Source: an optimization exercise on an open RTL-to-GDS flow (aim: small area, a short achievable clock period and few clock cycles per item). Production flows keep margins and buffers that such runs may drop. Function was checked by simulation only, so behaviour that the tests miss may differ from the original.

==> design.v <==
module geofence (clk, reset, X, Y, R, valid, is_inside);
input clk;
input reset;
input [9:0] X;
input [9:0] Y;
input [10:0] R;
output reg valid;
output reg is_inside;
reg [5:0] n;                        
wire [5:0] n_n = (n == 6'd38) ? 6'd0 : n + 6'd1;
reg [2:0] g;                        
wire [2:0] g_n = (n == 6'd38 || g == 3'd5) ? 3'd0 : g + 3'd1;
reg inph;
reg [30:0] ring [0:5];              
reg [9:0] X0, Y0;
integer k;
always @(posedge clk) begin
    for (k = 0; k < 5; k = k + 1) ring[k] <= ring[k+1];
    ring[5] <= inph ? {X, Y, R} : ring[0];
    if (n == 6'd0) begin X0 <= X; Y0 <= Y; end
end
function [2:0] posof;               
    input [2:0] j;
    input [2:0] gg;
    reg [3:0] d;
    begin
        d = {1'b0, j} + 4'd6 - {1'b0, gg};
        posof = (d >= 4'd6) ? d[2:0] - 3'd6 : d[2:0];
    end
endfunction
reg [2:0] rk1, rk2, rk3, rk4, rk5;
wire [2:0] rf1, rf2, rf3, rf4, rf5;    
function [2:0] lsel;                
    input [2:0] r;
    begin
        lsel = (rf1 == r) ? 3'd1 : (rf2 == r) ? 3'd2 : (rf3 == r) ? 3'd3 :
               (rf4 == r) ? 3'd4 : 3'd5;
    end
endfunction
reg [5:0] selA, selB;               
reg [30:0] pA, pB;
integer kk;
always @(*) begin
    pA = 31'd0; pB = 31'd0;
    for (kk = 0; kk < 6; kk = kk + 1) begin
        pA = pA | (ring[kk] & {31{selA[kk]}});
        pB = pB | (ring[kk] & {31{selB[kk]}});
    end
end
wire [9:0]  ax = pA[30:21], ay = pA[20:11];
wire [10:0] ar = pA[10:0];
wire [9:0]  bx = pB[30:21], by = pB[20:11];
wire [10:0] br = pB[10:0];
reg rld, sload, smul, scmp, aph, sph, eph, uvl, aqsh, aacc, tsel, fin, radsum, radodd;
reg [3:0] asel;                     
function [5:0] pairof;
    input [5:0] nn;
    case (nn)
        6'd3:  pairof = {3'd1, 3'd2};
        6'd4:  pairof = {3'd1, 3'd3};
        6'd5:  pairof = {3'd2, 3'd3};
        6'd6:  pairof = {3'd1, 3'd4};
        6'd7:  pairof = {3'd2, 3'd4};
        6'd8:  pairof = {3'd3, 3'd4};
        6'd9:  pairof = {3'd1, 3'd5};
        6'd10: pairof = {3'd2, 3'd5};
        6'd11: pairof = {3'd3, 3'd5};
        default: pairof = {3'd4, 3'd5};
    endcase
endfunction
function [2:0] qsel;
    input [2:0] m;
    case (m)
        3'd1: qsel = lsel(3'd0);
        3'd2: qsel = lsel(3'd1);
        3'd3: qsel = lsel(3'd2);
        3'd4: qsel = lsel(3'd3);
        3'd5: qsel = lsel(3'd4);
        default: qsel = 3'd0;
    endcase
endfunction
wire [5:0] cn = n_n - 6'd15;        
reg  [2:0] kA_n;                    
reg  [2:0] jA_n, jB_n;
always @(*) begin
    kA_n = (cn <= 6'd5) ? cn[2:0] : cn[0] ? cn[3:1] - 3'd2 : cn[3:1] - 3'd3;
    if (n_n >= 6'd3 && n_n <= 6'd12) begin
        {jA_n, jB_n} = pairof(n_n);
    end else begin
        jA_n = qsel(kA_n);
        jB_n = qsel(kA_n + 3'd1);
    end
end
wire cph_n = (n_n >= 6'd15);
always @(posedge clk or posedge reset) begin
    if (reset) begin
        n <= 6'd0; g <= 3'd0; inph <= 1'b1; valid <= 1'b0;
    end else begin
        n <= n_n; g <= g_n;
        inph <= (n_n <= 6'd5);
        valid <= fin;
    end
end
always @(posedge clk) begin
    selA   <= 6'd1 << posof(jA_n, g_n);
    selB   <= 6'd1 << posof(jB_n, g_n);
    sload  <= (n_n >= 6'd3) && (n_n <= 6'd12);
    rld    <= cph_n && ((cn == 6'd0) || ((cn >= 6'd7) && (cn <= 6'd15) && cn[0]));
    smul   <= (n_n >= 6'd4) && (n_n <= 6'd13);
    scmp   <= smul;
    aph    <= cph_n && (cn <= 6'd5);
    sph    <= cph_n && (cn >= 6'd6) && (cn <= 6'd16) && !cn[0];
    eph    <= cph_n && (cn >= 6'd7) && (cn <= 6'd17) && cn[0];
    uvl    <= cph_n && (cn >= 6'd11) && (cn <= 6'd21) && cn[0];
    aqsh   <= cph_n && (cn >= 6'd5) && (cn <= 6'd10);
    aacc   <= cph_n && (cn >= 6'd8) && (cn <= 6'd18) && !cn[0];
    tsel   <= cph_n && (cn >= 6'd12) && (cn <= 6'd22) && !cn[0];
    fin    <= cph_n && (cn == 6'd22);
    radsum <= (cn <= 6'd7);
    radodd <= cn[0];
    case (cn)
        6'd6, 6'd16, 6'd17:        asel <= 4'b0001;
        6'd7, 6'd8, 6'd14, 6'd15:  asel <= 4'b0010;
        6'd9, 6'd10, 6'd12, 6'd13: asel <= 4'b0100;
        default:                   asel <= 4'b1000;
    endcase
end
reg  [10:0] oa1, ob1, ob2;
reg  [11:0] oa2;
reg  [21:0] m1r;
reg  [21:0] A, T;
reg  [21:0] m2r;
wire [21:0] m1, m2;
mul_s11x11a u_m1 (.a(oa1), .b(ob1), .c(tsel ? T : 22'd0), .p(m1));    
mul_s12x11 u_m2 (.a(oa2), .b(ob2), .p(m2));
wire signed [21:0] sm1r = m1r, sm2r = m2r;
wire bef = sm1r > sm2r;             
always @(posedge clk) begin
    if (n <= 6'd3) begin
        rk1 <= 3'd0; rk2 <= 3'd0; rk3 <= 3'd0; rk4 <= 3'd0; rk5 <= 3'd0;
    end else begin
        rk1 <= rf1; rk2 <= rf2; rk3 <= rf3; rk4 <= rf4; rk5 <= rf5;
    end
end
wire [5:0] dij = pairof(n - 6'd2);  
wire [2:0] win = bef ? dij[2:0] : dij[5:3];     
assign rf1 = rk1 + {2'd0, scmp && win == 3'd1};
assign rf2 = rk2 + {2'd0, scmp && win == 3'd2};
assign rf3 = rk3 + {2'd0, scmp && win == 3'd3};
assign rf4 = rk4 + {2'd0, scmp && win == 3'd4};
assign rf5 = rk5 + {2'd0, scmp && win == 3'd5};
wire [19:0] rad = radsum ? (m1r[19:0] + m2r[19:0]) : (radodd ? m2r[19:0] : m1r[19:0]);
function [22:0] nrstep;    
    input [12:0] r;
    input [9:0]  q;
    input [1:0]  b;
    input [3:0]  j;
    reg [12:0] rn, m;
    begin
        if (!r[12]) rn = {r[10:0], b} - {1'b0, q, 2'b01};
        else        rn = {r[10:0], b} + {1'b0, q, 2'b11};
        m = 13'h1fff << (j + 1);
        rn = rn[j+1] ? (rn | m) : (rn & ~m);
        nrstep = {rn, q[8:0], !rn[12]};
    end
endfunction
reg [5:0]  q1r; reg [3:0] q1q; reg [11:0] q1rad;
reg [8:0]  q2r; reg [6:0] q2q; reg [5:0]  q2rad;
reg [9:0]  qout;
reg [22:0] s1, s2, s3;
always @(*) begin
    s1 = 23'd0;
    s1 = nrstep(s1[22:10], s1[9:0], rad[19:18], 4'd1);
    s1 = nrstep(s1[22:10], s1[9:0], rad[17:16], 4'd2);
    s1 = nrstep(s1[22:10], s1[9:0], rad[15:14], 4'd3);
    s1 = nrstep(s1[22:10], s1[9:0], rad[13:12], 4'd4);
    s2 = {{7{q1r[5]}}, q1r, 6'd0, q1q};
    s2 = nrstep(s2[22:10], s2[9:0], q1rad[11:10], 4'd5);
    s2 = nrstep(s2[22:10], s2[9:0], q1rad[9:8], 4'd6);
    s2 = nrstep(s2[22:10], s2[9:0], q1rad[7:6], 4'd7);
    s3 = {{4{q2r[8]}}, q2r, 3'd0, q2q};
    s3 = nrstep(s3[22:10], s3[9:0], q2rad[5:4], 4'd8);
    s3 = nrstep(s3[22:10], s3[9:0], q2rad[3:2], 4'd9);
    s3 = nrstep(s3[22:10], s3[9:0], q2rad[1:0], 4'd10);
end
always @(posedge clk) begin
    q1r <= s1[15:10]; q1q <= s1[3:0]; q1rad <= rad[11:0];
    q2r <= s2[18:10]; q2q <= s2[6:0]; q2rad <= q1rad[5:0];
    qout <= s3[9:0];
end
reg [9:0]  aq0, aq1, aq2, aq3;      
wire [9:0]  acur = asel[0] ? aq0 : asel[1] ? aq1 : asel[2] ? aq2 : aq3;
reg  [10:0] ri, rj;                 
wire [10:0] ssum = acur + ri + rj;
wire [9:0]  Sn = ssum[10:1];
wire [10:0] e1n = {1'b0, Sn} - {1'b0, acur};
wire [10:0] e2n = {1'b0, Sn} - ri;
wire [10:0] e3n = {1'b0, Sn} - {1'b0, rj[9:0]};
wire [10:0] dx = {1'b0, ax} - {1'b0, bx};
wire [10:0] dy = {1'b0, ay} - {1'b0, by};
always @(posedge clk) begin
    if (sload) begin
        oa1 <= {1'b0, ax} - {1'b0, X0};
        ob1 <= {1'b0, by} - {1'b0, Y0};
        oa2 <= {1'b0, ay} - {1'b0, Y0};
        ob2 <= {1'b0, bx} - {1'b0, X0};
    end
    if (aph) begin
        oa1 <= dx; ob1 <= dx; oa2 <= {dy[10], dy}; ob2 <= dy;
    end
    if (sph) begin
        oa1 <= {1'b0, Sn}; ob1 <= e1n;
        oa2 <= {2'b00, ax} + {2'b00, bx}; ob2 <= {1'b0, by} - {1'b0, ay};
    end
    if (eph) begin
        oa2 <= {e2n[10], e2n}; ob2 <= e3n;
    end
    if (uvl) begin
        oa1 <= {1'b0, qout}; ob1 <= {1'b0, s3[9:0]};
    end
    m1r <= m1[21:0];
    if (rld) begin ri <= ar; rj <= br; end
    m2r <= m2[21:0];
    if (aqsh) begin aq0 <= qout; aq1 <= aq0; aq2 <= aq1; aq3 <= aq2; end
    if (n <= 6'd14) begin A <= 22'd0; T <= 22'd0; end
    else begin
        if (aacc) A <= A + m2r;
        if (tsel) T <= m1;
    end
    if (fin) is_inside <= ({1'b0, A[21:1]} >= m1);
end
endmodule
module mul_s11x11a (a, b, c, p);
input [10:0] a;
input [10:0] b;
input [21:0] c;
output [21:0] p;
wire w1, w2, w3, w4, w5, w6, w7, w8, w9, w10, w11, w12, w13, w14, w15, w16;
wire w17, w18, w19, w20, w21, w22, w23, w24, w25, w26, w27, w28, w29, w30, w31, w32;
wire w33, w34, w35, w36, w37, w38, w39, w40, w41, w42, w43, w44, w45, w46, w47, w48;
wire w49, w50, w51, w52, w53, w54, w55, w56, w57, w58, w59, w60, w61, w62, w63, w64;
wire w65, w66, w67, w68, w69, w70, w71, w72, w73, w74, w75, w76, w77, w78, w79, w80;
wire w81, w82, w83, w84, w85, w86, w87, w88, w89, w90, w91, w92, w93, w94, w95, w96;
wire w97, w98, w99, w100, w101, w102, w103, w104, w105, w106, w107, w108, w109, w110, w111, w112;
wire w113, w114, w115, w116, w117, w118, w119, w120, w121, w122, w123, w124, w125, w126, w127, w128;
wire w129, w130, w131, w132, w133, w134, w135, w136, w137, w138, w139, w140, w141, w142, w143, w144;
wire w145, w146, w147, w148, w149, w150, w151, w152, w153, w154, w155, w156, w157, w158, w159, w160;
wire w161, w162, w163, w164, w165, w166, w167, w168, w169, w170, w171, w172, w173, w174, w175, w176;
wire w177, w178, w179, w180, w181, w182, w183, w184, w185, w186, w187, w188, w189, w190, w191, w192;
wire w193, w194, w195, w196, w197, w198, w199, w200, w201, w202, w203, w204, w205, w206, w207, w208;
wire w209, w210, w211, w212, w213, w214, w215, w216, w217, w218, w219, w220, w221, w222;
assign w1 = (a[0] & b[8]) ^ (a[1] & b[7]);
assign w2 = (a[0] & b[8]) & (a[1] & b[7]);
assign w3 = (a[0] & b[9]) ^ (a[1] & b[8]) ^ (a[2] & b[7]);
assign w4 = ((a[0] & b[9]) & (a[1] & b[8])) | ((a[0] & b[9]) & (a[2] & b[7])) | ((a[1] & b[8]) & (a[2] & b[7]));
assign w5 = (a[3] & b[6]) ^ (a[4] & b[5]);
assign w6 = (a[3] & b[6]) & (a[4] & b[5]);
assign w7 = ~(a[0] & b[10]) ^ (a[1] & b[9]) ^ (a[2] & b[8]);
assign w8 = (~(a[0] & b[10]) & (a[1] & b[9])) | (~(a[0] & b[10]) & (a[2] & b[8])) | ((a[1] & b[9]) & (a[2] & b[8]));
assign w9 = (a[3] & b[7]) ^ (a[4] & b[6]) ^ (a[5] & b[5]);
assign w10 = ((a[3] & b[7]) & (a[4] & b[6])) | ((a[3] & b[7]) & (a[5] & b[5])) | ((a[4] & b[6]) & (a[5] & b[5]));
assign w11 = (a[6] & b[4]) ^ (a[7] & b[3]);
assign w12 = (a[6] & b[4]) & (a[7] & b[3]);
assign w13 = ~(a[1] & b[10]) ^ (a[2] & b[9]) ^ (a[3] & b[8]);
assign w14 = (~(a[1] & b[10]) & (a[2] & b[9])) | (~(a[1] & b[10]) & (a[3] & b[8])) | ((a[2] & b[9]) & (a[3] & b[8]));
assign w15 = (a[4] & b[7]) ^ (a[5] & b[6]) ^ (a[6] & b[5]);
assign w16 = ((a[4] & b[7]) & (a[5] & b[6])) | ((a[4] & b[7]) & (a[6] & b[5])) | ((a[5] & b[6]) & (a[6] & b[5]));
assign w17 = (a[7] & b[4]) ^ (a[8] & b[3]) ^ (a[9] & b[2]);
assign w18 = ((a[7] & b[4]) & (a[8] & b[3])) | ((a[7] & b[4]) & (a[9] & b[2])) | ((a[8] & b[3]) & (a[9] & b[2]));
assign w19 = ~(a[2] & b[10]) ^ (a[3] & b[9]) ^ (a[4] & b[8]);
assign w20 = (~(a[2] & b[10]) & (a[3] & b[9])) | (~(a[2] & b[10]) & (a[4] & b[8])) | ((a[3] & b[9]) & (a[4] & b[8]));
assign w21 = (a[5] & b[7]) ^ (a[6] & b[6]) ^ (a[7] & b[5]);
assign w22 = ((a[5] & b[7]) & (a[6] & b[6])) | ((a[5] & b[7]) & (a[7] & b[5])) | ((a[6] & b[6]) & (a[7] & b[5]));
assign w23 = ~(a[3] & b[10]) ^ (a[4] & b[9]) ^ (a[5] & b[8]);
assign w24 = (~(a[3] & b[10]) & (a[4] & b[9])) | (~(a[3] & b[10]) & (a[5] & b[8])) | ((a[4] & b[9]) & (a[5] & b[8]));
assign w25 = (a[0] & b[5]) ^ (a[1] & b[4]);
assign w26 = (a[0] & b[5]) & (a[1] & b[4]);
assign w27 = (a[0] & b[6]) ^ (a[1] & b[5]) ^ (a[2] & b[4]);
assign w28 = ((a[0] & b[6]) & (a[1] & b[5])) | ((a[0] & b[6]) & (a[2] & b[4])) | ((a[1] & b[5]) & (a[2] & b[4]));
assign w29 = (a[3] & b[3]) ^ (a[4] & b[2]);
assign w30 = (a[3] & b[3]) & (a[4] & b[2]);
assign w31 = (a[0] & b[7]) ^ (a[1] & b[6]) ^ (a[2] & b[5]);
assign w32 = ((a[0] & b[7]) & (a[1] & b[6])) | ((a[0] & b[7]) & (a[2] & b[5])) | ((a[1] & b[6]) & (a[2] & b[5]));
assign w33 = (a[3] & b[4]) ^ (a[4] & b[3]) ^ (a[5] & b[2]);
assign w34 = ((a[3] & b[4]) & (a[4] & b[3])) | ((a[3] & b[4]) & (a[5] & b[2])) | ((a[4] & b[3]) & (a[5] & b[2]));
assign w35 = (a[6] & b[1]) ^ (a[7] & b[0]);
assign w36 = (a[6] & b[1]) & (a[7] & b[0]);
assign w37 = (a[2] & b[6]) ^ (a[3] & b[5]) ^ (a[4] & b[4]);
assign w38 = ((a[2] & b[6]) & (a[3] & b[5])) | ((a[2] & b[6]) & (a[4] & b[4])) | ((a[3] & b[5]) & (a[4] & b[4]));
assign w39 = (a[5] & b[3]) ^ (a[6] & b[2]) ^ (a[7] & b[1]);
assign w40 = ((a[5] & b[3]) & (a[6] & b[2])) | ((a[5] & b[3]) & (a[7] & b[1])) | ((a[6] & b[2]) & (a[7] & b[1]));
assign w41 = (a[8] & b[0]) ^ c[8] ^ w1;
assign w42 = ((a[8] & b[0]) & c[8]) | ((a[8] & b[0]) & w1) | (c[8] & w1);
assign w43 = (a[5] & b[4]) ^ (a[6] & b[3]) ^ (a[7] & b[2]);
assign w44 = ((a[5] & b[4]) & (a[6] & b[3])) | ((a[5] & b[4]) & (a[7] & b[2])) | ((a[6] & b[3]) & (a[7] & b[2]));
assign w45 = (a[8] & b[1]) ^ (a[9] & b[0]) ^ c[9];
assign w46 = ((a[8] & b[1]) & (a[9] & b[0])) | ((a[8] & b[1]) & c[9]) | ((a[9] & b[0]) & c[9]);
assign w47 = w2 ^ w3 ^ w5;
assign w48 = (w2 & w3) | (w2 & w5) | (w3 & w5);
assign w49 = (a[8] & b[2]) ^ (a[9] & b[1]) ^ ~(a[10] & b[0]);
assign w50 = ((a[8] & b[2]) & (a[9] & b[1])) | ((a[8] & b[2]) & ~(a[10] & b[0])) | ((a[9] & b[1]) & ~(a[10] & b[0]));
assign w51 = c[10] ^ w4 ^ w6;
assign w52 = (c[10] & w4) | (c[10] & w6) | (w4 & w6);
assign w53 = w7 ^ w9 ^ w11;
assign w54 = (w7 & w9) | (w7 & w11) | (w9 & w11);
assign w55 = ~(a[10] & b[1]) ^ 1'b1 ^ c[11];
assign w56 = (~(a[10] & b[1]) & 1'b1) | (~(a[10] & b[1]) & c[11]) | (1'b1 & c[11]);
assign w57 = w8 ^ w10 ^ w12;
assign w58 = (w8 & w10) | (w8 & w12) | (w10 & w12);
assign w59 = w13 ^ w15 ^ w17;
assign w60 = (w13 & w15) | (w13 & w17) | (w15 & w17);
assign w61 = (a[8] & b[4]) ^ (a[9] & b[3]) ^ ~(a[10] & b[2]);
assign w62 = ((a[8] & b[4]) & (a[9] & b[3])) | ((a[8] & b[4]) & ~(a[10] & b[2])) | ((a[9] & b[3]) & ~(a[10] & b[2]));
assign w63 = c[12] ^ w14 ^ w16;
assign w64 = (c[12] & w14) | (c[12] & w16) | (w14 & w16);
assign w65 = w18 ^ w19 ^ w21;
assign w66 = (w18 & w19) | (w18 & w21) | (w19 & w21);
assign w67 = (a[6] & b[7]) ^ (a[7] & b[6]) ^ (a[8] & b[5]);
assign w68 = ((a[6] & b[7]) & (a[7] & b[6])) | ((a[6] & b[7]) & (a[8] & b[5])) | ((a[7] & b[6]) & (a[8] & b[5]));
assign w69 = (a[9] & b[4]) ^ ~(a[10] & b[3]) ^ c[13];
assign w70 = ((a[9] & b[4]) & ~(a[10] & b[3])) | ((a[9] & b[4]) & c[13]) | (~(a[10] & b[3]) & c[13]);
assign w71 = w20 ^ w22 ^ w23;
assign w72 = (w20 & w22) | (w20 & w23) | (w22 & w23);
assign w73 = ~(a[4] & b[10]) ^ (a[5] & b[9]) ^ (a[6] & b[8]);
assign w74 = (~(a[4] & b[10]) & (a[5] & b[9])) | (~(a[4] & b[10]) & (a[6] & b[8])) | ((a[5] & b[9]) & (a[6] & b[8]));
assign w75 = (a[7] & b[7]) ^ (a[8] & b[6]) ^ (a[9] & b[5]);
assign w76 = ((a[7] & b[7]) & (a[8] & b[6])) | ((a[7] & b[7]) & (a[9] & b[5])) | ((a[8] & b[6]) & (a[9] & b[5]));
assign w77 = ~(a[10] & b[4]) ^ c[14] ^ w24;
assign w78 = (~(a[10] & b[4]) & c[14]) | (~(a[10] & b[4]) & w24) | (c[14] & w24);
assign w79 = ~(a[5] & b[10]) ^ (a[6] & b[9]) ^ (a[7] & b[8]);
assign w80 = (~(a[5] & b[10]) & (a[6] & b[9])) | (~(a[5] & b[10]) & (a[7] & b[8])) | ((a[6] & b[9]) & (a[7] & b[8]));
assign w81 = (a[8] & b[7]) ^ (a[9] & b[6]) ^ ~(a[10] & b[5]);
assign w82 = ((a[8] & b[7]) & (a[9] & b[6])) | ((a[8] & b[7]) & ~(a[10] & b[5])) | ((a[9] & b[6]) & ~(a[10] & b[5]));
assign w83 = ~(a[6] & b[10]) ^ (a[7] & b[9]) ^ (a[8] & b[8]);
assign w84 = (~(a[6] & b[10]) & (a[7] & b[9])) | (~(a[6] & b[10]) & (a[8] & b[8])) | ((a[7] & b[9]) & (a[8] & b[8]));
assign w85 = (a[0] & b[3]) ^ (a[1] & b[2]);
assign w86 = (a[0] & b[3]) & (a[1] & b[2]);
assign w87 = (a[0] & b[4]) ^ (a[1] & b[3]) ^ (a[2] & b[2]);
assign w88 = ((a[0] & b[4]) & (a[1] & b[3])) | ((a[0] & b[4]) & (a[2] & b[2])) | ((a[1] & b[3]) & (a[2] & b[2]));
assign w89 = (a[3] & b[1]) ^ (a[4] & b[0]);
assign w90 = (a[3] & b[1]) & (a[4] & b[0]);
assign w91 = (a[2] & b[3]) ^ (a[3] & b[2]) ^ (a[4] & b[1]);
assign w92 = ((a[2] & b[3]) & (a[3] & b[2])) | ((a[2] & b[3]) & (a[4] & b[1])) | ((a[3] & b[2]) & (a[4] & b[1]));
assign w93 = (a[5] & b[0]) ^ c[5] ^ w25;
assign w94 = ((a[5] & b[0]) & c[5]) | ((a[5] & b[0]) & w25) | (c[5] & w25);
assign w95 = (a[5] & b[1]) ^ (a[6] & b[0]) ^ c[6];
assign w96 = ((a[5] & b[1]) & (a[6] & b[0])) | ((a[5] & b[1]) & c[6]) | ((a[6] & b[0]) & c[6]);
assign w97 = w26 ^ w27 ^ w29;
assign w98 = (w26 & w27) | (w26 & w29) | (w27 & w29);
assign w99 = c[7] ^ w28 ^ w30;
assign w100 = (c[7] & w28) | (c[7] & w30) | (w28 & w30);
assign w101 = w31 ^ w33 ^ w35;
assign w102 = (w31 & w33) | (w31 & w35) | (w33 & w35);
assign w103 = w32 ^ w34 ^ w36;
assign w104 = (w32 & w34) | (w32 & w36) | (w34 & w36);
assign w105 = w37 ^ w39 ^ w41;
assign w106 = (w37 & w39) | (w37 & w41) | (w39 & w41);
assign w107 = w38 ^ w40 ^ w42;
assign w108 = (w38 & w40) | (w38 & w42) | (w40 & w42);
assign w109 = w43 ^ w45 ^ w47;
assign w110 = (w43 & w45) | (w43 & w47) | (w45 & w47);
assign w111 = w44 ^ w46 ^ w48;
assign w112 = (w44 & w46) | (w44 & w48) | (w46 & w48);
assign w113 = w49 ^ w51 ^ w53;
assign w114 = (w49 & w51) | (w49 & w53) | (w51 & w53);
assign w115 = w50 ^ w52 ^ w54;
assign w116 = (w50 & w52) | (w50 & w54) | (w52 & w54);
assign w117 = w55 ^ w57 ^ w59;
assign w118 = (w55 & w57) | (w55 & w59) | (w57 & w59);
assign w119 = w56 ^ w58 ^ w60;
assign w120 = (w56 & w58) | (w56 & w60) | (w58 & w60);
assign w121 = w61 ^ w63 ^ w65;
assign w122 = (w61 & w63) | (w61 & w65) | (w63 & w65);
assign w123 = w62 ^ w64 ^ w66;
assign w124 = (w62 & w64) | (w62 & w66) | (w64 & w66);
assign w125 = w67 ^ w69 ^ w71;
assign w126 = (w67 & w69) | (w67 & w71) | (w69 & w71);
assign w127 = w68 ^ w70 ^ w72;
assign w128 = (w68 & w70) | (w68 & w72) | (w70 & w72);
assign w129 = w73 ^ w75 ^ w77;
assign w130 = (w73 & w75) | (w73 & w77) | (w75 & w77);
assign w131 = c[15] ^ w74 ^ w76;
assign w132 = (c[15] & w74) | (c[15] & w76) | (w74 & w76);
assign w133 = w78 ^ w79 ^ w81;
assign w134 = (w78 & w79) | (w78 & w81) | (w79 & w81);
assign w135 = (a[9] & b[7]) ^ ~(a[10] & b[6]) ^ c[16];
assign w136 = ((a[9] & b[7]) & ~(a[10] & b[6])) | ((a[9] & b[7]) & c[16]) | (~(a[10] & b[6]) & c[16]);
assign w137 = w80 ^ w82 ^ w83;
assign w138 = (w80 & w82) | (w80 & w83) | (w82 & w83);
assign w139 = ~(a[7] & b[10]) ^ (a[8] & b[9]) ^ (a[9] & b[8]);
assign w140 = (~(a[7] & b[10]) & (a[8] & b[9])) | (~(a[7] & b[10]) & (a[9] & b[8])) | ((a[8] & b[9]) & (a[9] & b[8]));
assign w141 = ~(a[10] & b[7]) ^ c[17] ^ w84;
assign w142 = (~(a[10] & b[7]) & c[17]) | (~(a[10] & b[7]) & w84) | (c[17] & w84);
assign w143 = ~(a[8] & b[10]) ^ (a[9] & b[9]) ^ ~(a[10] & b[8]);
assign w144 = (~(a[8] & b[10]) & (a[9] & b[9])) | (~(a[8] & b[10]) & ~(a[10] & b[8])) | ((a[9] & b[9]) & ~(a[10] & b[8]));
assign w145 = (a[0] & b[2]) ^ (a[1] & b[1]);
assign w146 = (a[0] & b[2]) & (a[1] & b[1]);
assign w147 = (a[2] & b[1]) ^ (a[3] & b[0]) ^ c[3];
assign w148 = ((a[2] & b[1]) & (a[3] & b[0])) | ((a[2] & b[1]) & c[3]) | ((a[3] & b[0]) & c[3]);
assign w149 = c[4] ^ w86 ^ w87;
assign w150 = (c[4] & w86) | (c[4] & w87) | (w86 & w87);
assign w151 = w88 ^ w90 ^ w91;
assign w152 = (w88 & w90) | (w88 & w91) | (w90 & w91);
assign w153 = w92 ^ w94 ^ w95;
assign w154 = (w92 & w94) | (w92 & w95) | (w94 & w95);
assign w155 = w96 ^ w98 ^ w99;
assign w156 = (w96 & w98) | (w96 & w99) | (w98 & w99);
assign w157 = w100 ^ w102 ^ w103;
assign w158 = (w100 & w102) | (w100 & w103) | (w102 & w103);
assign w159 = w104 ^ w106 ^ w107;
assign w160 = (w104 & w106) | (w104 & w107) | (w106 & w107);
assign w161 = w108 ^ w110 ^ w111;
assign w162 = (w108 & w110) | (w108 & w111) | (w110 & w111);
assign w163 = w112 ^ w114 ^ w115;
assign w164 = (w112 & w114) | (w112 & w115) | (w114 & w115);
assign w165 = w116 ^ w118 ^ w119;
assign w166 = (w116 & w118) | (w116 & w119) | (w118 & w119);
assign w167 = w120 ^ w122 ^ w123;
assign w168 = (w120 & w122) | (w120 & w123) | (w122 & w123);
assign w169 = w124 ^ w126 ^ w127;
assign w170 = (w124 & w126) | (w124 & w127) | (w126 & w127);
assign w171 = w128 ^ w130 ^ w131;
assign w172 = (w128 & w130) | (w128 & w131) | (w130 & w131);
assign w173 = w132 ^ w134 ^ w135;
assign w174 = (w132 & w134) | (w132 & w135) | (w134 & w135);
assign w175 = w136 ^ w138 ^ w139;
assign w176 = (w136 & w138) | (w136 & w139) | (w138 & w139);
assign w177 = c[18] ^ w140 ^ w142;
assign w178 = (c[18] & w140) | (c[18] & w142) | (w140 & w142);
assign w179 = ~(a[9] & b[10]) ^ ~(a[10] & b[9]) ^ c[19];
assign w180 = (~(a[9] & b[10]) & ~(a[10] & b[9])) | (~(a[9] & b[10]) & c[19]) | (~(a[10] & b[9]) & c[19]);
assign w181 = (a[0] & b[1]) ^ (a[1] & b[0]);
assign w182 = (a[0] & b[1]) & (a[1] & b[0]);
assign w183 = (a[2] & b[0]) ^ c[2] ^ w145;
assign w184 = ((a[2] & b[0]) & c[2]) | ((a[2] & b[0]) & w145) | (c[2] & w145);
assign w185 = w85 ^ w146 ^ w147;
assign w186 = (w85 & w146) | (w85 & w147) | (w146 & w147);
assign w187 = w89 ^ w148 ^ w149;
assign w188 = (w89 & w148) | (w89 & w149) | (w148 & w149);
assign w189 = w93 ^ w150 ^ w151;
assign w190 = (w93 & w150) | (w93 & w151) | (w150 & w151);
assign w191 = w97 ^ w152 ^ w153;
assign w192 = (w97 & w152) | (w97 & w153) | (w152 & w153);
assign w193 = w101 ^ w154 ^ w155;
assign w194 = (w101 & w154) | (w101 & w155) | (w154 & w155);
assign w195 = w105 ^ w156 ^ w157;
assign w196 = (w105 & w156) | (w105 & w157) | (w156 & w157);
assign w197 = w109 ^ w158 ^ w159;
assign w198 = (w109 & w158) | (w109 & w159) | (w158 & w159);
assign w199 = w113 ^ w160 ^ w161;
assign w200 = (w113 & w160) | (w113 & w161) | (w160 & w161);
assign w201 = w117 ^ w162 ^ w163;
assign w202 = (w117 & w162) | (w117 & w163) | (w162 & w163);
assign w203 = w121 ^ w164 ^ w165;
assign w204 = (w121 & w164) | (w121 & w165) | (w164 & w165);
assign w205 = w125 ^ w166 ^ w167;
assign w206 = (w125 & w166) | (w125 & w167) | (w166 & w167);
assign w207 = w129 ^ w168 ^ w169;
assign w208 = (w129 & w168) | (w129 & w169) | (w168 & w169);
assign w209 = w133 ^ w170 ^ w171;
assign w210 = (w133 & w170) | (w133 & w171) | (w170 & w171);
assign w211 = w137 ^ w172 ^ w173;
assign w212 = (w137 & w172) | (w137 & w173) | (w172 & w173);
assign w213 = w141 ^ w174 ^ w175;
assign w214 = (w141 & w174) | (w141 & w175) | (w174 & w175);
assign w215 = w143 ^ w176 ^ w177;
assign w216 = (w143 & w176) | (w143 & w177) | (w176 & w177);
assign w217 = w144 ^ w178 ^ w179;
assign w218 = (w144 & w178) | (w144 & w179) | (w178 & w179);
assign w219 = (a[10] & b[10]) ^ c[20] ^ w180;
assign w220 = ((a[10] & b[10]) & c[20]) | ((a[10] & b[10]) & w180) | (c[20] & w180);
assign w221 = 1'b1 ^ c[21];
assign w222 = 1'b1 & c[21];
wire [21:0] r0 = {w220, w218, w216, w214, w212, w210, w208, w206, w204, w202, w200, w198, w196, w194, w192, w190, w188, w186, w184, w182, c[1], (a[0] & b[0])};
wire [21:0] r1 = {w221, w219, w217, w215, w213, w211, w209, w207, w205, w203, w201, w199, w197, w195, w193, w191, w189, w187, w185, w183, w181, c[0]};
assign p = r0 + r1;
endmodule
module mul_s12x11 (a, b, p);
input [11:0] a;
input [10:0] b;
output [21:0] p;
wire w1, w2, w3, w4, w5, w6, w7, w8, w9, w10, w11, w12, w13, w14, w15, w16;
wire w17, w18, w19, w20, w21, w22, w23, w24, w25, w26, w27, w28, w29, w30, w31, w32;
wire w33, w34, w35, w36, w37, w38, w39, w40, w41, w42, w43, w44, w45, w46, w47, w48;
wire w49, w50, w51, w52, w53, w54, w55, w56, w57, w58, w59, w60, w61, w62, w63, w64;
wire w65, w66, w67, w68, w69, w70, w71, w72, w73, w74, w75, w76, w77, w78, w79, w80;
wire w81, w82, w83, w84, w85, w86, w87, w88, w89, w90, w91, w92, w93, w94, w95, w96;
wire w97, w98, w99, w100, w101, w102, w103, w104, w105, w106, w107, w108, w109, w110, w111, w112;
wire w113, w114, w115, w116, w117, w118, w119, w120, w121, w122, w123, w124, w125, w126, w127, w128;
wire w129, w130, w131, w132, w133, w134, w135, w136, w137, w138, w139, w140, w141, w142, w143, w144;
wire w145, w146, w147, w148, w149, w150, w151, w152, w153, w154, w155, w156, w157, w158, w159, w160;
wire w161, w162, w163, w164, w165, w166, w167, w168, w169, w170, w171, w172, w173, w174, w175, w176;
wire w177, w178, w179, w180, w181, w182, w183, w184, w185, w186, w187, w188, w189, w190, w191, w192;
wire w193, w194, w195, w196, w197, w198, w199, w200;
assign w1 = (a[0] & b[9]) ^ (a[1] & b[8]);
assign w2 = (a[0] & b[9]) & (a[1] & b[8]);
assign w3 = ~(a[0] & b[10]) ^ (a[1] & b[9]) ^ (a[2] & b[8]);
assign w4 = (~(a[0] & b[10]) & (a[1] & b[9])) | (~(a[0] & b[10]) & (a[2] & b[8])) | ((a[1] & b[9]) & (a[2] & b[8]));
assign w5 = (a[3] & b[7]) ^ (a[4] & b[6]) ^ (a[5] & b[5]);
assign w6 = ((a[3] & b[7]) & (a[4] & b[6])) | ((a[3] & b[7]) & (a[5] & b[5])) | ((a[4] & b[6]) & (a[5] & b[5]));
assign w7 = ~(a[1] & b[10]) ^ (a[2] & b[9]) ^ (a[3] & b[8]);
assign w8 = (~(a[1] & b[10]) & (a[2] & b[9])) | (~(a[1] & b[10]) & (a[3] & b[8])) | ((a[2] & b[9]) & (a[3] & b[8]));
assign w9 = (a[4] & b[7]) ^ (a[5] & b[6]) ^ (a[6] & b[5]);
assign w10 = ((a[4] & b[7]) & (a[5] & b[6])) | ((a[4] & b[7]) & (a[6] & b[5])) | ((a[5] & b[6]) & (a[6] & b[5]));
assign w11 = (a[7] & b[4]) ^ (a[8] & b[3]);
assign w12 = (a[7] & b[4]) & (a[8] & b[3]);
assign w13 = ~(a[2] & b[10]) ^ (a[3] & b[9]) ^ (a[4] & b[8]);
assign w14 = (~(a[2] & b[10]) & (a[3] & b[9])) | (~(a[2] & b[10]) & (a[4] & b[8])) | ((a[3] & b[9]) & (a[4] & b[8]));
assign w15 = (a[5] & b[7]) ^ (a[6] & b[6]) ^ (a[7] & b[5]);
assign w16 = ((a[5] & b[7]) & (a[6] & b[6])) | ((a[5] & b[7]) & (a[7] & b[5])) | ((a[6] & b[6]) & (a[7] & b[5]));
assign w17 = ~(a[3] & b[10]) ^ (a[4] & b[9]) ^ (a[5] & b[8]);
assign w18 = (~(a[3] & b[10]) & (a[4] & b[9])) | (~(a[3] & b[10]) & (a[5] & b[8])) | ((a[4] & b[9]) & (a[5] & b[8]));
assign w19 = (a[0] & b[6]) ^ (a[1] & b[5]);
assign w20 = (a[0] & b[6]) & (a[1] & b[5]);
assign w21 = (a[0] & b[7]) ^ (a[1] & b[6]) ^ (a[2] & b[5]);
assign w22 = ((a[0] & b[7]) & (a[1] & b[6])) | ((a[0] & b[7]) & (a[2] & b[5])) | ((a[1] & b[6]) & (a[2] & b[5]));
assign w23 = (a[3] & b[4]) ^ (a[4] & b[3]);
assign w24 = (a[3] & b[4]) & (a[4] & b[3]);
assign w25 = (a[0] & b[8]) ^ (a[1] & b[7]) ^ (a[2] & b[6]);
assign w26 = ((a[0] & b[8]) & (a[1] & b[7])) | ((a[0] & b[8]) & (a[2] & b[6])) | ((a[1] & b[7]) & (a[2] & b[6]));
assign w27 = (a[3] & b[5]) ^ (a[4] & b[4]) ^ (a[5] & b[3]);
assign w28 = ((a[3] & b[5]) & (a[4] & b[4])) | ((a[3] & b[5]) & (a[5] & b[3])) | ((a[4] & b[4]) & (a[5] & b[3]));
assign w29 = (a[6] & b[2]) ^ (a[7] & b[1]);
assign w30 = (a[6] & b[2]) & (a[7] & b[1]);
assign w31 = (a[2] & b[7]) ^ (a[3] & b[6]) ^ (a[4] & b[5]);
assign w32 = ((a[2] & b[7]) & (a[3] & b[6])) | ((a[2] & b[7]) & (a[4] & b[5])) | ((a[3] & b[6]) & (a[4] & b[5]));
assign w33 = (a[5] & b[4]) ^ (a[6] & b[3]) ^ (a[7] & b[2]);
assign w34 = ((a[5] & b[4]) & (a[6] & b[3])) | ((a[5] & b[4]) & (a[7] & b[2])) | ((a[6] & b[3]) & (a[7] & b[2]));
assign w35 = (a[8] & b[1]) ^ (a[9] & b[0]) ^ w1;
assign w36 = ((a[8] & b[1]) & (a[9] & b[0])) | ((a[8] & b[1]) & w1) | ((a[9] & b[0]) & w1);
assign w37 = (a[6] & b[4]) ^ (a[7] & b[3]) ^ (a[8] & b[2]);
assign w38 = ((a[6] & b[4]) & (a[7] & b[3])) | ((a[6] & b[4]) & (a[8] & b[2])) | ((a[7] & b[3]) & (a[8] & b[2]));
assign w39 = (a[9] & b[1]) ^ (a[10] & b[0]) ^ 1'b1;
assign w40 = ((a[9] & b[1]) & (a[10] & b[0])) | ((a[9] & b[1]) & 1'b1) | ((a[10] & b[0]) & 1'b1);
assign w41 = w2 ^ w3 ^ w5;
assign w42 = (w2 & w3) | (w2 & w5) | (w3 & w5);
assign w43 = (a[9] & b[2]) ^ (a[10] & b[1]) ^ ~(a[11] & b[0]);
assign w44 = ((a[9] & b[2]) & (a[10] & b[1])) | ((a[9] & b[2]) & ~(a[11] & b[0])) | ((a[10] & b[1]) & ~(a[11] & b[0]));
assign w45 = 1'b1 ^ w4 ^ w6;
assign w46 = (1'b1 & w4) | (1'b1 & w6) | (w4 & w6);
assign w47 = w7 ^ w9 ^ w11;
assign w48 = (w7 & w9) | (w7 & w11) | (w9 & w11);
assign w49 = (a[8] & b[4]) ^ (a[9] & b[3]) ^ (a[10] & b[2]);
assign w50 = ((a[8] & b[4]) & (a[9] & b[3])) | ((a[8] & b[4]) & (a[10] & b[2])) | ((a[9] & b[3]) & (a[10] & b[2]));
assign w51 = ~(a[11] & b[1]) ^ w8 ^ w10;
assign w52 = (~(a[11] & b[1]) & w8) | (~(a[11] & b[1]) & w10) | (w8 & w10);
assign w53 = w12 ^ w13 ^ w15;
assign w54 = (w12 & w13) | (w12 & w15) | (w13 & w15);
assign w55 = (a[6] & b[7]) ^ (a[7] & b[6]) ^ (a[8] & b[5]);
assign w56 = ((a[6] & b[7]) & (a[7] & b[6])) | ((a[6] & b[7]) & (a[8] & b[5])) | ((a[7] & b[6]) & (a[8] & b[5]));
assign w57 = (a[9] & b[4]) ^ (a[10] & b[3]) ^ ~(a[11] & b[2]);
assign w58 = ((a[9] & b[4]) & (a[10] & b[3])) | ((a[9] & b[4]) & ~(a[11] & b[2])) | ((a[10] & b[3]) & ~(a[11] & b[2]));
assign w59 = w14 ^ w16 ^ w17;
assign w60 = (w14 & w16) | (w14 & w17) | (w16 & w17);
assign w61 = ~(a[4] & b[10]) ^ (a[5] & b[9]) ^ (a[6] & b[8]);
assign w62 = (~(a[4] & b[10]) & (a[5] & b[9])) | (~(a[4] & b[10]) & (a[6] & b[8])) | ((a[5] & b[9]) & (a[6] & b[8]));
assign w63 = (a[7] & b[7]) ^ (a[8] & b[6]) ^ (a[9] & b[5]);
assign w64 = ((a[7] & b[7]) & (a[8] & b[6])) | ((a[7] & b[7]) & (a[9] & b[5])) | ((a[8] & b[6]) & (a[9] & b[5]));
assign w65 = (a[10] & b[4]) ^ ~(a[11] & b[3]) ^ w18;
assign w66 = ((a[10] & b[4]) & ~(a[11] & b[3])) | ((a[10] & b[4]) & w18) | (~(a[11] & b[3]) & w18);
assign w67 = ~(a[5] & b[10]) ^ (a[6] & b[9]) ^ (a[7] & b[8]);
assign w68 = (~(a[5] & b[10]) & (a[6] & b[9])) | (~(a[5] & b[10]) & (a[7] & b[8])) | ((a[6] & b[9]) & (a[7] & b[8]));
assign w69 = (a[8] & b[7]) ^ (a[9] & b[6]) ^ (a[10] & b[5]);
assign w70 = ((a[8] & b[7]) & (a[9] & b[6])) | ((a[8] & b[7]) & (a[10] & b[5])) | ((a[9] & b[6]) & (a[10] & b[5]));
assign w71 = ~(a[6] & b[10]) ^ (a[7] & b[9]) ^ (a[8] & b[8]);
assign w72 = (~(a[6] & b[10]) & (a[7] & b[9])) | (~(a[6] & b[10]) & (a[8] & b[8])) | ((a[7] & b[9]) & (a[8] & b[8]));
assign w73 = (a[0] & b[4]) ^ (a[1] & b[3]);
assign w74 = (a[0] & b[4]) & (a[1] & b[3]);
assign w75 = (a[0] & b[5]) ^ (a[1] & b[4]) ^ (a[2] & b[3]);
assign w76 = ((a[0] & b[5]) & (a[1] & b[4])) | ((a[0] & b[5]) & (a[2] & b[3])) | ((a[1] & b[4]) & (a[2] & b[3]));
assign w77 = (a[3] & b[2]) ^ (a[4] & b[1]);
assign w78 = (a[3] & b[2]) & (a[4] & b[1]);
assign w79 = (a[2] & b[4]) ^ (a[3] & b[3]) ^ (a[4] & b[2]);
assign w80 = ((a[2] & b[4]) & (a[3] & b[3])) | ((a[2] & b[4]) & (a[4] & b[2])) | ((a[3] & b[3]) & (a[4] & b[2]));
assign w81 = (a[5] & b[1]) ^ (a[6] & b[0]) ^ w19;
assign w82 = ((a[5] & b[1]) & (a[6] & b[0])) | ((a[5] & b[1]) & w19) | ((a[6] & b[0]) & w19);
assign w83 = (a[5] & b[2]) ^ (a[6] & b[1]) ^ (a[7] & b[0]);
assign w84 = ((a[5] & b[2]) & (a[6] & b[1])) | ((a[5] & b[2]) & (a[7] & b[0])) | ((a[6] & b[1]) & (a[7] & b[0]));
assign w85 = w20 ^ w21 ^ w23;
assign w86 = (w20 & w21) | (w20 & w23) | (w21 & w23);
assign w87 = (a[8] & b[0]) ^ w22 ^ w24;
assign w88 = ((a[8] & b[0]) & w22) | ((a[8] & b[0]) & w24) | (w22 & w24);
assign w89 = w25 ^ w27 ^ w29;
assign w90 = (w25 & w27) | (w25 & w29) | (w27 & w29);
assign w91 = w26 ^ w28 ^ w30;
assign w92 = (w26 & w28) | (w26 & w30) | (w28 & w30);
assign w93 = w31 ^ w33 ^ w35;
assign w94 = (w31 & w33) | (w31 & w35) | (w33 & w35);
assign w95 = w32 ^ w34 ^ w36;
assign w96 = (w32 & w34) | (w32 & w36) | (w34 & w36);
assign w97 = w37 ^ w39 ^ w41;
assign w98 = (w37 & w39) | (w37 & w41) | (w39 & w41);
assign w99 = w38 ^ w40 ^ w42;
assign w100 = (w38 & w40) | (w38 & w42) | (w40 & w42);
assign w101 = w43 ^ w45 ^ w47;
assign w102 = (w43 & w45) | (w43 & w47) | (w45 & w47);
assign w103 = w44 ^ w46 ^ w48;
assign w104 = (w44 & w46) | (w44 & w48) | (w46 & w48);
assign w105 = w49 ^ w51 ^ w53;
assign w106 = (w49 & w51) | (w49 & w53) | (w51 & w53);
assign w107 = w50 ^ w52 ^ w54;
assign w108 = (w50 & w52) | (w50 & w54) | (w52 & w54);
assign w109 = w55 ^ w57 ^ w59;
assign w110 = (w55 & w57) | (w55 & w59) | (w57 & w59);
assign w111 = w56 ^ w58 ^ w60;
assign w112 = (w56 & w58) | (w56 & w60) | (w58 & w60);
assign w113 = w61 ^ w63 ^ w65;
assign w114 = (w61 & w63) | (w61 & w65) | (w63 & w65);
assign w115 = ~(a[11] & b[4]) ^ w62 ^ w64;
assign w116 = (~(a[11] & b[4]) & w62) | (~(a[11] & b[4]) & w64) | (w62 & w64);
assign w117 = w66 ^ w67 ^ w69;
assign w118 = (w66 & w67) | (w66 & w69) | (w67 & w69);
assign w119 = (a[9] & b[7]) ^ (a[10] & b[6]) ^ ~(a[11] & b[5]);
assign w120 = ((a[9] & b[7]) & (a[10] & b[6])) | ((a[9] & b[7]) & ~(a[11] & b[5])) | ((a[10] & b[6]) & ~(a[11] & b[5]));
assign w121 = w68 ^ w70 ^ w71;
assign w122 = (w68 & w70) | (w68 & w71) | (w70 & w71);
assign w123 = ~(a[7] & b[10]) ^ (a[8] & b[9]) ^ (a[9] & b[8]);
assign w124 = (~(a[7] & b[10]) & (a[8] & b[9])) | (~(a[7] & b[10]) & (a[9] & b[8])) | ((a[8] & b[9]) & (a[9] & b[8]));
assign w125 = (a[10] & b[7]) ^ ~(a[11] & b[6]) ^ w72;
assign w126 = ((a[10] & b[7]) & ~(a[11] & b[6])) | ((a[10] & b[7]) & w72) | (~(a[11] & b[6]) & w72);
assign w127 = ~(a[8] & b[10]) ^ (a[9] & b[9]) ^ (a[10] & b[8]);
assign w128 = (~(a[8] & b[10]) & (a[9] & b[9])) | (~(a[8] & b[10]) & (a[10] & b[8])) | ((a[9] & b[9]) & (a[10] & b[8]));
assign w129 = (a[0] & b[3]) ^ (a[1] & b[2]);
assign w130 = (a[0] & b[3]) & (a[1] & b[2]);
assign w131 = (a[2] & b[2]) ^ (a[3] & b[1]) ^ (a[4] & b[0]);
assign w132 = ((a[2] & b[2]) & (a[3] & b[1])) | ((a[2] & b[2]) & (a[4] & b[0])) | ((a[3] & b[1]) & (a[4] & b[0]));
assign w133 = (a[5] & b[0]) ^ w74 ^ w75;
assign w134 = ((a[5] & b[0]) & w74) | ((a[5] & b[0]) & w75) | (w74 & w75);
assign w135 = w76 ^ w78 ^ w79;
assign w136 = (w76 & w78) | (w76 & w79) | (w78 & w79);
assign w137 = w80 ^ w82 ^ w83;
assign w138 = (w80 & w82) | (w80 & w83) | (w82 & w83);
assign w139 = w84 ^ w86 ^ w87;
assign w140 = (w84 & w86) | (w84 & w87) | (w86 & w87);
assign w141 = w88 ^ w90 ^ w91;
assign w142 = (w88 & w90) | (w88 & w91) | (w90 & w91);
assign w143 = w92 ^ w94 ^ w95;
assign w144 = (w92 & w94) | (w92 & w95) | (w94 & w95);
assign w145 = w96 ^ w98 ^ w99;
assign w146 = (w96 & w98) | (w96 & w99) | (w98 & w99);
assign w147 = w100 ^ w102 ^ w103;
assign w148 = (w100 & w102) | (w100 & w103) | (w102 & w103);
assign w149 = w104 ^ w106 ^ w107;
assign w150 = (w104 & w106) | (w104 & w107) | (w106 & w107);
assign w151 = w108 ^ w110 ^ w111;
assign w152 = (w108 & w110) | (w108 & w111) | (w110 & w111);
assign w153 = w112 ^ w114 ^ w115;
assign w154 = (w112 & w114) | (w112 & w115) | (w114 & w115);
assign w155 = w116 ^ w118 ^ w119;
assign w156 = (w116 & w118) | (w116 & w119) | (w118 & w119);
assign w157 = w120 ^ w122 ^ w123;
assign w158 = (w120 & w122) | (w120 & w123) | (w122 & w123);
assign w159 = ~(a[11] & b[7]) ^ w124 ^ w126;
assign w160 = (~(a[11] & b[7]) & w124) | (~(a[11] & b[7]) & w126) | (w124 & w126);
assign w161 = ~(a[9] & b[10]) ^ (a[10] & b[9]) ^ ~(a[11] & b[8]);
assign w162 = (~(a[9] & b[10]) & (a[10] & b[9])) | (~(a[9] & b[10]) & ~(a[11] & b[8])) | ((a[10] & b[9]) & ~(a[11] & b[8]));
assign w163 = (a[0] & b[2]) ^ (a[1] & b[1]);
assign w164 = (a[0] & b[2]) & (a[1] & b[1]);
assign w165 = (a[2] & b[1]) ^ (a[3] & b[0]) ^ w129;
assign w166 = ((a[2] & b[1]) & (a[3] & b[0])) | ((a[2] & b[1]) & w129) | ((a[3] & b[0]) & w129);
assign w167 = w73 ^ w130 ^ w131;
assign w168 = (w73 & w130) | (w73 & w131) | (w130 & w131);
assign w169 = w77 ^ w132 ^ w133;
assign w170 = (w77 & w132) | (w77 & w133) | (w132 & w133);
assign w171 = w81 ^ w134 ^ w135;
assign w172 = (w81 & w134) | (w81 & w135) | (w134 & w135);
assign w173 = w85 ^ w136 ^ w137;
assign w174 = (w85 & w136) | (w85 & w137) | (w136 & w137);
assign w175 = w89 ^ w138 ^ w139;
assign w176 = (w89 & w138) | (w89 & w139) | (w138 & w139);
assign w177 = w93 ^ w140 ^ w141;
assign w178 = (w93 & w140) | (w93 & w141) | (w140 & w141);
assign w179 = w97 ^ w142 ^ w143;
assign w180 = (w97 & w142) | (w97 & w143) | (w142 & w143);
assign w181 = w101 ^ w144 ^ w145;
assign w182 = (w101 & w144) | (w101 & w145) | (w144 & w145);
assign w183 = w105 ^ w146 ^ w147;
assign w184 = (w105 & w146) | (w105 & w147) | (w146 & w147);
assign w185 = w109 ^ w148 ^ w149;
assign w186 = (w109 & w148) | (w109 & w149) | (w148 & w149);
assign w187 = w113 ^ w150 ^ w151;
assign w188 = (w113 & w150) | (w113 & w151) | (w150 & w151);
assign w189 = w117 ^ w152 ^ w153;
assign w190 = (w117 & w152) | (w117 & w153) | (w152 & w153);
assign w191 = w121 ^ w154 ^ w155;
assign w192 = (w121 & w154) | (w121 & w155) | (w154 & w155);
assign w193 = w125 ^ w156 ^ w157;
assign w194 = (w125 & w156) | (w125 & w157) | (w156 & w157);
assign w195 = w127 ^ w158 ^ w159;
assign w196 = (w127 & w158) | (w127 & w159) | (w158 & w159);
assign w197 = w128 ^ w160 ^ w161;
assign w198 = (w128 & w160) | (w128 & w161) | (w160 & w161);
assign w199 = ~(a[10] & b[10]) ^ ~(a[11] & b[9]) ^ w162;
assign w200 = (~(a[10] & b[10]) & ~(a[11] & b[9])) | (~(a[10] & b[10]) & w162) | (~(a[11] & b[9]) & w162);
wire [21:0] r0 = {(a[11] & b[10]), w198, w196, w194, w192, w190, w188, w186, w184, w182, w180, w178, w176, w174, w172, w170, w168, w166, w164, (a[2] & b[0]), (a[0] & b[1]), (a[0] & b[0])};
wire [21:0] r1 = {w200, w199, w197, w195, w193, w191, w189, w187, w185, w183, w181, w179, w177, w175, w173, w171, w169, w167, w165, w163, (a[1] & b[0]), 1'b0};
assign p = r0 + r1;
endmodule
==> flow/run.sh <==
#!/bin/bash
# Standard ORFS layout at the design's clock and constraints, with two changes:
# the ports are buffered with a plain buf_2 (instead of the delay buffer
# buffer_ports picks by default), and repair_timing is asked for 19 ns of
# setup margin so that it also works on paths that already meet the clock.
set -euo pipefail
export BUFFER_PORTS_ARGS="-buffer_cell sky130_fd_sc_hd__buf_2"
export SETUP_SLACK_MARGIN=19
bash standard.sh > standard.log 2>&1
==> standard.sh <==
#!/bin/bash
# synth_recipe.tcl (not shown) runs the flow's synth.tcl, then flattens the netlist and writes it again
# the make line also repeats each setting of config.mk as NAME=value (left out here)
make -C /OpenROAD-flow-scripts/flow DESIGN_CONFIG=/design/flow/config.mk WORK_HOME=/design/flow/orfs CLKGATE_MAP_FILE= SYNTH_SCRIPT=/design/flow/synth_recipe.tcl "${@:-finish}"
==> config.mk <==
export PLATFORM = sky130hd
export DESIGN_NAME = geofence
export DESIGN_NICKNAME = geofence
export VERILOG_FILES = /design/flow/design.v
export SDC_FILE = /design/flow/constraint.sdc
export NUM_CORES = 4
export LEC_CHECK = 0
export ABC_AREA = 1
export CAP_MARGIN = 20
export CORE_MARGIN = 2
export CORE_UTILIZATION = 40
export CTS_BUF_LIST = sky130_fd_sc_hd__clkbuf_8
export SLEW_MARGIN = 20
==> constraint.sdc <==
create_clock -name core_clock -period 25.0 [get_ports {clk}]
set_input_delay 5.0000 -clock core_clock [delete_from_list [all_inputs] [get_ports {clk}]]
set_output_delay 5.0000 -clock core_clock [all_outputs]
set_load 0.01 [all_outputs]
==> results.json, run 1 <==
{
  "htree_num_levels": 3,
  "gp_congestion": 0.928,
  "numCtsBuffers": 89,
  "async_reset_ff_share_pct": 2.17,
  "busiest_layer": "met2",
  "clk_latency_ns": 0.77,
  "fin_skew_ns": 0.0498,
  "wl_um": 108000,
  "ys_warn_count": 2,
  "met2_usage_pct": 35.9,
  "cpMaxStageDelayCell": "edfxtp_1",
  "syn_nets": 5576,
  "ys_seq_area_share_pct": 30.0,
  "via_count": 32165,
  "io_buffers": 34,
  "syn_to_final_growth_pct": 11.0,
  "rsz0062_at_grt": "true",
  "dp_slack_ns": 18.53,
  "crit_type": "reg2out",
  "synth_top_area_share_pct": 19.4,
  "holdCritPathClass": "reg2reg",
  "tritoncts": "done",
  "cts_root_buf": "clkbuf_8",
  "final_util_pct": 44.7,
  "ys_top_cells_by_area": "dfxtp_1 19%, ha_1 12%, fa_1 11%",
  "grt_pass1_vias": 31043,
  "synth-seq-cells": 508,
  "finalHoldViolCount": 0,
  "synth_top_cell_by_area": "dfxtp_1",
  "min_period_ns": 6.39,
  "max_stage_delay_ns": 0.45,
  "multiInputGateArea_um2": 23000,
  "cp_cell_sequence": "buf_2",
  "layout.nets": 5625,
  "finalSetupViolations": 0,
  "fin_tns_setup_ns": 0,
  "fin_cells": 6365,
  "max_freq_ghz": 0.157,
  "dp.cells": 6150,
  "num_rows": 113,
  "start_util_pct": 40.3,
  "synth_edf_count": 126,
  "grtUsageTotal_pct": 21.7,
  "nFillCells": 9580,
  "status": "complete, no violations",
  "die_area_um2": 98100,
  "synth_area_um2": 38200,
  "yosys-top-cells-count": "1082 x nand2_1, 979 x inv_1, 371 x dfxtp_1",
  "max_cap_viol_count": 0,
  "critPathLaunchType": "flop",
  "drc": 0,
  "clk_pin_slew_ns": 0.06,
  "avgSynthCellArea_um2": 7.68,
  "drive_gt1_share_pct": 7.87,
  "use_met1_pct": 29.4,
  "finalMaxSlewViolations": 0,
  "yosysMostFrequentCell": "nand2_1",
  "antenna_found_initial": 4,
  "first_pass_iters": 5,
  "syn-instance-count": 4975,
  "drtIter0Drc": 2371,
  "pin_count": 35,
  "path_max_fanout": 1,
  "worst_slack_ns": 18.61,
  "ys_types": 72,
  "holdBufCountCts": 0,
  "grt_pass1_wl_um": 169000,
  "cts_buffer_depth": 3,
  "period_share_pct": 25.5,
  "global_route.usage.met3_pct": 2.48,
  "detail-route-antenna-nets": 0,
  "path_delay_family": "flip-flops",
  "ff_latch_area_um2": 11500,
  "dpl.hpwl_um": 82000,
  "worstMarginPinSlew_ns": 1.04,
  "chipWidth_um": 313,
  "cts_sinks": 508,
  "ys.flop_type": "dfxtp_1",
  "core_um2": 94900,
  "die_h_um": 313,
  "critPathRequiredTime_ns": 20.00,
  "critPathBufInv": 1,
  "endpoint_kind": "primary output",
  "wl_per_cell_um": 16.9,
  "grt_max_degree": 66,
  "crit_arrival_ns": 1.39,
  "grt_overflow": 0,
  "viasPerCell": 5.05,
  "max_slew_margin_pct": 29.9
}
repair_timing:
item | CTS | global route
gates cloned | 0 | 0
pin swaps | 1 | 34
resized for setup | 17 | 98
setup endpoints to repair | 16 | 19
setup buffers | 21 | 27
logic make-up after synthesis:
kind of cell,share of synthesized area (%)
buf+inv,11.3
xor+xnor,4.17
fa+ha+maj,22.8
simple gates,18.9
flops,30.0
compound gates,12.9
final cells by class:
type	count	area share, %
diodes	2	0.0118
clock buffers	106	3.44
clock inverters	59	1.07
inverters	997	8.84
multi-input cells	3323	54.1
flip-flops and latches	508	27.1
well taps	1265	3.73
repair buffers	105	1.67
metrics by stage:
step / hold WS [ns] / cell area [µm²]
final: 0.326 / 42400
after floorplan: 0.310 / 38200
after detailed placement: 0.315 / 39600
after global routing: 0.323 / 42400
after CTS: 0.329 / 41700
after global placement: 0.313 / 39600
layer usage:
| metal | vias to the layer above | part of all wire (%) |
|---|---|---|
| met5 | - | 0.012 |
| met4 | 2 | 3.0 |
| met3 | 167 | 5.0 |
| met2 | 795 | 47 |
| met1 | 15243 | 45 |
| li1 | 15958 | - |
path summary, 6_finish.rpt:
kind,to,start,depth (start not counted),slack [ns]
setup reg to reg,is_inside,ob1[6],27,19.24
hold reg to reg,q2rad[0],q1rad[0],0,0.33
hold / removal,q2rad[0],q1rad[0],0,0.33
max in group asynchronous,n[0],reset,2,20.30
min in group asynchronous,g[2],reset,2,4.27
setup / recovery,is_inside,is_inside,1,18.61
cell usage in the layout, fill, tap and decap left out, drive strengths merged, types with 106 or more instances in the layout:
master,synthesis,final
nor2,278,278
nand3,215,215
xor2,115,115
o21ai,267,267
a21oi,322,322
edfxtp,126,126
ha,353,353
dfxtp,371,371
fa,215,215
clkbuf,135,106
nand2,1096,1096
inv,992,1023
registers in the layout, indices dropped and copies added (netlist names), 11 cells and up:
register,cells
oa1,11
ob1,11
oa2,12
ob2,11
ring,186
ri,11
T,22
m1r,22
q1rad,12
m2r,22
A,22
rj,11
Testbench counts, summed over its fixed seeds: cycles 62,400, items 1,600.
==> run 2: changes to the inputs <==
--- a/config.mk
+++ b/config.mk
@@ -8,6 +8,6 @@
 export ABC_AREA = 1
 export CAP_MARGIN = 20
 export CORE_MARGIN = 2
-export CORE_UTILIZATION = 40
+export CORE_UTILIZATION = 55
 export CTS_BUF_LIST = sky130_fd_sc_hd__clkbuf_8
 export SLEW_MARGIN = 20
==> run 2 against run 1 <==
  * Synthesized cell count is the same
  * Design area shrank 0.59%
  * Hold slack gained 0.0020 ns
  * Critical path depth is the same
  * Routed wire length grew 0.11%
  * Flip-flop and latch count is the same
  * Sequential share of layout area grew 0.18 points
  * Critical endpoint unchanged
==> results.json, run 2 <==
{
  "fin_skew_ns": 0.0557,
  "first_pass_iters": 8,
  "detail-route-antenna-nets": 0,
  "wl_per_cell_um": 17.9,
  "ys_top_cells_by_area": "dfxtp_1 19%, ha_1 12%, fa_1 11%",
  "yosys-top-cells-count": "1082 x nand2_1, 979 x inv_1, 371 x dfxtp_1",
  "dp.cells": 5817,
  "r2r_setup_slack_ns": 19.12,
  "cpMaxStageDelayCell": "edfxtp_1",
  "crit_type": "reg2out",
  "regMostFlops": "ring",
  "wl_um": 108000,
  "synth-seq-cells": 508,
  "syn_nets": 5576,
  "holdBufCountCts": 0,
  "syn-instance-count": 4975,
  "finalHoldViolCount": 0,
  "via_count": 32302,
  "drc": 0,
  "syn_to_final_growth_pct": 10.4,
  "chipWidth_um": 268,
  "fin_tns_setup_ns": 0,
  "fin_cells": 6033,
  "ys_warn_count": 2,
  "holdCritPathClass": "reg2reg",
  "max_cap_viol_count": 0,
  "num_rows": 96,
  "min_period_ns": 6.29,
  "pin_count": 35,
  "drtIter0Drc": 2165,
  "min_path_cells": 0,
  "rr_endpoint": "ob1[0]",
  "timing.rr.start": "q2q[0]",
  "final_util_pct": 61.4,
  "holdWs_ns": 0.328,
  "critPathRequiredTime_ns": 20.00,
  "synth_area_um2": 38200,
  "viasPerCell": 5.35,
  "period_share_pct": 25.1,
  "rsz0062_at_grt": "true",
  "drive_gt1_share_pct": 8.63,
  "max_slew_margin_pct": 38.8,
  "dpl.hpwl_um": 82000,
  "ys_seq_area_share_pct": 30.0,
  "synth_edf_count": 126,
  "max_freq_ghz": 0.159,
  "numCtsBuffers": 87,
  "async_reset_ff_share_pct": 2.17,
  "grt_pass1_wl_um": 168000,
  "synth_top_cell_by_area": "dfxtp_1",
  "yosysMostFrequentCell": "nand2_1",
  "cts_root_buf": "clkbuf_8",
  "mostFrequentLayoutCells": "1065 x nand2_1, 996 x inv_1, 351 x dfxtp_1",
  "finalSetupViolations": 0,
  "status": "complete, no violations",
  "core_um2": 68700,
  "cts_buffer_depth": 3,
  "endpoint_kind": "primary output",
  "die_h_um": 268,
  "grtUsageTotal_pct": 30.1,
  "reg2regPathDepth": 33,
  "max_stage_delay_ns": 0.43,
  "min_from": "q1rad[2]",
  "worstMarginPinSlew_ns": 0.915,
  "layout.nets": 5632,
  "htree_num_levels": 3,
  "clk_latency_ns": 0.71,
  "crit_arrival_ns": 1.29,
  "grt_max_degree": 66,
  "critPathLaunchType": "flop",
  "clk_pin_slew_ns": 0.06,
  "cts_sinks": 508,
  "grt_pass1_vias": 30901,
  "start_util_pct": 55.6,
  "synth_top_area_share_pct": 19.4,
  "largest_register_ffs": 186,
  "ys_types": 72,
  "finalMaxSlewViolations": 0,
  "nFillCells": 6544,
  "die_area_um2": 71600,
  "ys.flop_type": "dfxtp_1",
  "cp_cell_sequence": "buf_6",
  "path_max_fanout": 1,
  "grt_overflow": 0,
  "critPathBufInv": 1,
  "path_delay_family": "flip-flops",
  "avgSynthCellArea_um2": 7.68,
  "antenna_found_initial": 4,
  "io_buffers": 34,
  "final_common_cell": "nand2_1",
  "min_to": "q2rad[2]",
  "tritoncts": "done",
  "gp_congestion": 0.978
}
==> run 2: cell types whose count changed in the layout (fill, tap and decap cells not counted), sizes merged <==
cell and delta:
clkinvlp -2, bufinv -1, clkinv -1, clkbuf -2
buf +9, diode -1
==> run 2: repair_timing <==
| action | CTS | global route |
|---|---|---|
| setup endpoints to repair | 17 | 19 |
| gates resized for setup | 17 | 155 |
| setup buffers | 29 | 27 |
| pin swaps | 3 | 49 |
==> run 2: stage by stage <==
step                setup slack [ns]  cell area [µm²]
finish                         18.71            42200
floorplan                      19.28            38200
detailed placement             18.49            39200
global placement               18.52            39200
CTS                            18.63            41300
global route                   18.66            42200
==> run 2: cell families after synthesis <==
kind of cell | after synthesis | synth area share, %
flip-flops | 508 | 30.0
AND/OR/NAND/NOR | 1726 | 18.9
AO/OA/AOI/OAI | 851 | 12.9
buffers and inverters | 1144 | 11.3
XOR/XNOR | 178 | 4.17
adder cells (fa/ha/maj) | 568 | 22.8
==> run 2: worst max path at each step <==
stage	start	end	slack (ns)	cells past startpoint
detailed placement	ob1[7]	is_inside	18.49	26
global route	is_inside	is_inside	18.66	1
CTS	is_inside	is_inside	18.63	1
global placement	oa1[0]	is_inside	18.52	25
floorplan	n[0]	selB[3]	19.28	38
finish	is_inside	is_inside	18.71	1
==> run 2: final cells by class <==
cell class | instances | area, µm² | share of cell area, %
well taps | 931 | 1160 | 2.76
flip-flops and latches | 508 | 11500 | 27.3
repair buffers | 114 | 785 | 1.86
clock buffers | 104 | 1430 | 3.39
diodes | 1 | 2.50 | 0.00593
clock inverters | 55 | 364 | 0.863
multi-input cells | 3323 | 23200 | 54.9
inverters | 997 | 3750 | 8.89
==> run 2: metal layers <==
| metal | up-vias | part of all wire [%] | global-route usage, % |
|---|---|---|---|
| met5 | - | 0.029 | 0 |
| met4 | 4 | 4.4 | 13.5 |
| met3 | 211 | 5.3 | 3.84 |
| met2 | 908 | 45 | 48.7 |
| met1 | 15196 | 45 | 40.3 |
| li1 | 15983 | - | - |

## separate check: timing with driven ports
Ports are ideal in the flow. The routed layouts listed here were re-timed in OpenROAD. Step 1 assumes that a clkbuf_16 drives the clock port and a buf_2 every other input. Step 2 moves the port delays by t, midway between the first and last clock arrival at a register: inputs arrive t later, outputs are due t later. That takes back most of the time a late clock gives input paths. Slacks: no drivers / after step 1 / after step 2; pairs: no drivers / after step 1.
| run | t, ns | setup WS [ns] | pins driven straight from the clock port |
|---|---|---|---|
| run 1 | 0.810 | 18.613 / 18.546 / 19.243 | 1 |
| run 2 | 0.750 | 18.714 / 18.647 / 19.116 | 1 |
After both steps setup and hold are still met in every run listed.
